Context: an optimization exercise on an open-source flow, tuned for small area, a short achievable clock period and few clock cycles per item. The choices shown serve that exercise and are no tape-out recipe. RTL that was checked went through simulation tests only; none was proved equivalent to the original. Power and IR drop assume default switching activity.

// divider
module divider #
(
    parameter N = 32
)
(
    input wire [N-1:0] dividend,
    input wire [N-1:0] divisor,
    input wire start,
    input wire rst,
    input wire clk,
    output wire [N-1:0] quotient,
    output wire [N-1:0] remainder,
    output wire done
);
Size in the first run: roughly 2,600 flip-flops, ~130 I/O pins, roughly 93,000 µm² of cells after synthesis.
clock: 4.5 ns
lec_check: 0
abc_area: 1
cap_margin: 20
core_margin: 2
core_utilization: 60
cts_cluster_size: 30
setup_slack_margin: 2.0
slew_margin: 20
run.sh (not shown) runs the stock make flow with config.mk's settings and CLKGATE_MAP_FILE= SYNTH_SCRIPT=/design/flow/synth_recipe.tcl, a recipe that flattens the netlist after the stock synthesis.
The baseline completed without violations.
Testbench counts at the start, summed over its fixed seeds: cycles 2,296, items 2,048.
Next try:
ABC_AREA = default   (was 1)
CORE_UTILIZATION = 40   (was 60)
CTS_CLUSTER_SIZE = default   (was 30)
SETUP_SLACK_MARGIN = default   (was 2.0)
What happened:
- first-iteration DRC count fell by well over a third
- area after synthesis fell by roughly a tenth
- critical path depth fell by 1
- clock power rose by a few percent
- cell area fell by a little under a tenth
- flip-flop and latch count stays the same
- worst setup slack is worse by 1.8 ns
- combinational power fell by about a fifth
Next try:
ABC_AREA = 1   (was default)
CORE_UTILIZATION = 60   (was 40)
CTS_BUF_LIST = sky130_fd_sc_hd__clkbuf_8   (was default)
CTS_CLUSTER_SIZE = 24   (was default)
SETUP_SLACK_MARGIN = 2.0   (was default)
Result: The new run finished but fails on capacitance limit, slew limit. Critical path depth came out higher by 1. Via count went up by 39%. Clock-buffer cell count went up by 82. Non-clock buffer count rose by 11.

divider, a different RTL version from the one above (not shown whole).
For scale: about 9500 cells after synthesis, ~2600 flip-flops, ~85000 um^2 of cells after synthesis.
==> flow/config.mk <==
export PLATFORM = sky130hd
export DESIGN_NAME = divider
export DESIGN_NICKNAME = divider
export VERILOG_FILES = /design/flow/design.v
export SDC_FILE = /design/flow/constraint.sdc
export NUM_CORES = 4
export LEC_CHECK = 0
export ABC_AREA = 1
export CAP_MARGIN = 20
export CORE_MARGIN = 2
export CORE_UTILIZATION = 60
export CTS_CLUSTER_DIAMETER = 100
export CTS_CLUSTER_SIZE = 25
export SETUP_SLACK_MARGIN = 2.6
export SLEW_MARGIN = 20
==> flow/constraint.sdc <==
create_clock -name core_clock -period 4.5 [get_ports {clk}]
set_input_delay 0.9000 -clock core_clock [delete_from_list [all_inputs] [get_ports {clk}]]
set_output_delay 0.9000 -clock core_clock [all_outputs]
set_load 0.01 [all_outputs]
Testbench counts at the start, summed over its fixed seeds: cycles 2,296, items 2,048.
Rerun with:
--- a/flow/config.mk
+++ b/flow/config.mk
@@ -12,4 +12,4 @@
 export CTS_CLUSTER_DIAMETER = 100
 export CTS_CLUSTER_SIZE = 25
-export SETUP_SLACK_MARGIN = 2.6
+export SETUP_SLACK_MARGIN = 2.15
 export SLEW_MARGIN = 20
The changed run completed with no timing, DRC or antenna violations.
Design area shrinks by 14%.
Wire length shrinks by 16%.
Setup slack degrades by 0.086 ns.
Global-route usage shrinks by 2.5 points.
Worst hold slack hardly moves.
Utilization shrinks by 11 points.
Sequential cell count stays the same.
Power shrinks by 7.0%.
Final cell count shrinks by about 6%.
Rerun with:
--- a/flow/config.mk
+++ b/flow/config.mk
@@ -12,4 +12,4 @@
 export CTS_CLUSTER_DIAMETER = 100
 export CTS_CLUSTER_SIZE = 25
-export SETUP_SLACK_MARGIN = 2.15
+export SETUP_SLACK_MARGIN = 2.3
 export SLEW_MARGIN = 20
Result:
- worst setup slack is better by 0.088 ns
- clock-buffer cell count is unchanged
- synthesized area is unchanged
- via count went up by 1.7%

## rev 12
divider, a different RTL version from the one above (not shown whole).
Size in the first run: about 9400 cells after synthesis, ~2500 flip-flops, ~130 I/O pins, roughly 0.083 mm² of cells after synthesis.
clock: 4.5 ns
lec_check: 0
abc_area: 1
cap_margin: 20
core_margin: 2
core_utilization: 60
cts_cluster_diameter: 100
cts_cluster_size: 25
place_density: 0.72
setup_slack_margin: 2.4
slew_margin: 20
No stage failed in rev 12, and the final checks on the layout all came back clean.
Testbench counts of rev 12, summed over its fixed seeds: cycles 2,288, items 2,048.
--- input diff rev 12..rev 13 ---
# rev 12
export LEC_CHECK = 0
export ABC_AREA = 1
export CAP_MARGIN = 20
export CORE_MARGIN = 2
export CORE_UTILIZATION = 60
export CTS_CLUSTER_DIAMETER = 100
export CTS_CLUSTER_SIZE = 25
export PLACE_DENSITY = 0.72
export SETUP_SLACK_MARGIN = 2.4
export SLEW_MARGIN = 20
create_clock -name core_clock -period 4.5 [get_ports {clk}]
# rev 13
export LEC_CHECK = 0
export ABC_AREA = 1
export CAP_MARGIN = 20
export CORE_MARGIN = 2
export CORE_UTILIZATION = 60
export CTS_CLUSTER_DIAMETER = 100
export CTS_CLUSTER_SIZE = 25
export PLACE_DENSITY = 0.72
export SETUP_SLACK_MARGIN = 2.3
export SLEW_MARGIN = 20
create_clock -name core_clock -period 4.5 [get_ports {clk}]
Per the final summary, rev 13 finished and its layout is clean on timing, DRC and antenna.
Rev 12: PASS, flow complete, no timing, DRC or antenna violations
Looking at total routing usage reported by global routing, rev 13 sits 0.49 points lower than rev 12 does.
Per the comparison of rev 13 with rev 12, area share of buffers outside the clock network went down; final worst-path setup slack rose by 0.018 ns.

divider again, from the RTL that the note above started with.
export LEC_CHECK = 0
export ABC_AREA = 1
export CAP_MARGIN = 20
export CORE_MARGIN = 2
export CORE_UTILIZATION = 60
export CTS_CLUSTER_DIAMETER = 100
export CTS_CLUSTER_SIZE = 25
export PLACE_DENSITY = 0.82
export SETUP_SLACK_MARGIN = 2.3
export SLEW_MARGIN = 20
create_clock -name core_clock -period 4.5 [get_ports {clk}]
The baseline finished clean.
Testbench counts at the start, summed over its fixed seeds: cycles 2,288, items 2,048.
Change:
- PLACE_DENSITY: 0.82 -> default
Result: Final area shrinks by 0.39%. Via count shrinks by 2.1%. Wire length shrinks by 3.9%. Global-route usage shrinks by 0.70 points. Sequential power hardly moves. Worst setup slack is better by 0.028 ns. Clock-buffer cell count shrinks by 1. Flip-flop and latch count is unchanged. Clock skew shrinks by 0.011 ns.

Another version of the RTL of divider (not shown whole).
Size in the first run: roughly 2,600 flip-flops, ~130 I/O pins.
Settings: LEC_CHECK=0, ABC_AREA=1, CAP_MARGIN=20, CORE_MARGIN=2, CORE_UTILIZATION=60, CTS_CLUSTER_DIAMETER=120, CTS_CLUSTER_SIZE=30, SETUP_SLACK_MARGIN=2.4, SLEW_MARGIN=20; clock period 4.5 ns.
==> next run, changes <==
--- a/flow/config.mk
+++ b/flow/config.mk
@@ -12,2 +12,2 @@
-export CTS_CLUSTER_DIAMETER = 120
-export CTS_CLUSTER_SIZE = 30
+export CTS_CLUSTER_DIAMETER = 100
+export CTS_CLUSTER_SIZE = 25
Result:
- The new run finished clean
- fmax decreases slightly
- worst hold slack stays flat
- global-route usage increases by 0.11 points
- power increases by a few percent
- setup slack is worse by 0.026 ns
- final cell count barely changes
No functional check of the RTL was part of any run of this note.

Another version of the RTL of divider (not shown whole).
Size in the first run: roughly 8700 cells after synthesis, about 130 I/O pins.
clock: 4.5 ns
lec_check: 0
abc_area: 1
cap_margin: 20
core_margin: 2
core_utilization: 60
cts_cluster_diameter: 100
cts_cluster_size: 25
place_density: 0.72
setup_slack_margin: 2.3
slew_margin: 20
The starting point went through all stages and came out clean.
Change:
PLACE_DENSITY = unset   (was 0.72)
Clock-buffer cell count drops by 5.
Clock skew is lower by 0.010 ns.
Worst setup slack got worse by 0.029 ns.
Via count is lower by 1.2%.
No run of this note included a check of the RTL's function; only the layout flow was run.

## re-timing with driven ports
In the flow no input, the clock included, has a driving cell. The finished layouts below were timed again as built, in two steps.
Step 1: set_driving_cell puts a clkbuf_16 on clk and a buf_2 on each other input, an assumption about the parent block.
Step 2, shift: input delay + t, output delay - t, t = (earliest + latest rising clock arrival at the registers) / 2. This alone moves slack from input paths to output paths.
Three values: ideal, step 1, step 2; two values: the first two.
| run | t (ns) | setup slack, ns | worst register clock-pin slew, ns |
|---|---|---|---|
| the first run of note 1 | 0.926 | 2.059 / 2.022 / 1.987 | 0.08 / 0.08 |
| the second run of note 1 | 0.950 | 0.244 / 0.244 / 0.244 | 0.07 / 0.07 |
| the third run of note 1 | 1.106 | 2.033 / 1.983 / 2.033 | 0.08 / 0.08 |
| the first run of note 2 | 0.836 | 2.310 / 2.246 / 2.137 | 0.11 / 0.11 |
| the second run of note 2 | 0.832 | 2.223 / 2.145 / 2.136 | 0.11 / 0.11 |
| the third run of note 2 | 0.833 | 2.311 / 2.242 / 2.139 | 0.11 / 0.11 |
| rev 12 | 0.848 | 2.303 / 2.221 / 1.752 | 0.11 / 0.11 |
| rev 13 | 0.838 | 2.321 / 2.243 / 1.665 | 0.10 / 0.10 |
| the first run of note 4 | 0.837 | 2.292 / 2.254 / 1.684 | 0.11 / 0.11 |
| the second run of note 4 | 0.828 | 2.320 / 2.240 / 1.704 | 0.10 / 0.10 |
| the first run of note 5 | 0.848 | 2.311 / 2.230 / 2.066 | 0.12 / 0.12 |
| the second run of note 5 | 0.841 | 2.285 / 2.210 / 2.068 | 0.11 / 0.11 |
| the first run of note 6 | 0.820 | 2.314 / 2.260 / 1.627 | 0.11 / 0.11 |
| the second run of note 6 | 0.823 | 2.285 / 2.266 / 1.635 | 0.11 / 0.11 |
The setup slack of the first run of note 6, which loses most, moves by -0.054 ns with the drivers and by -0.687 ns with both steps.
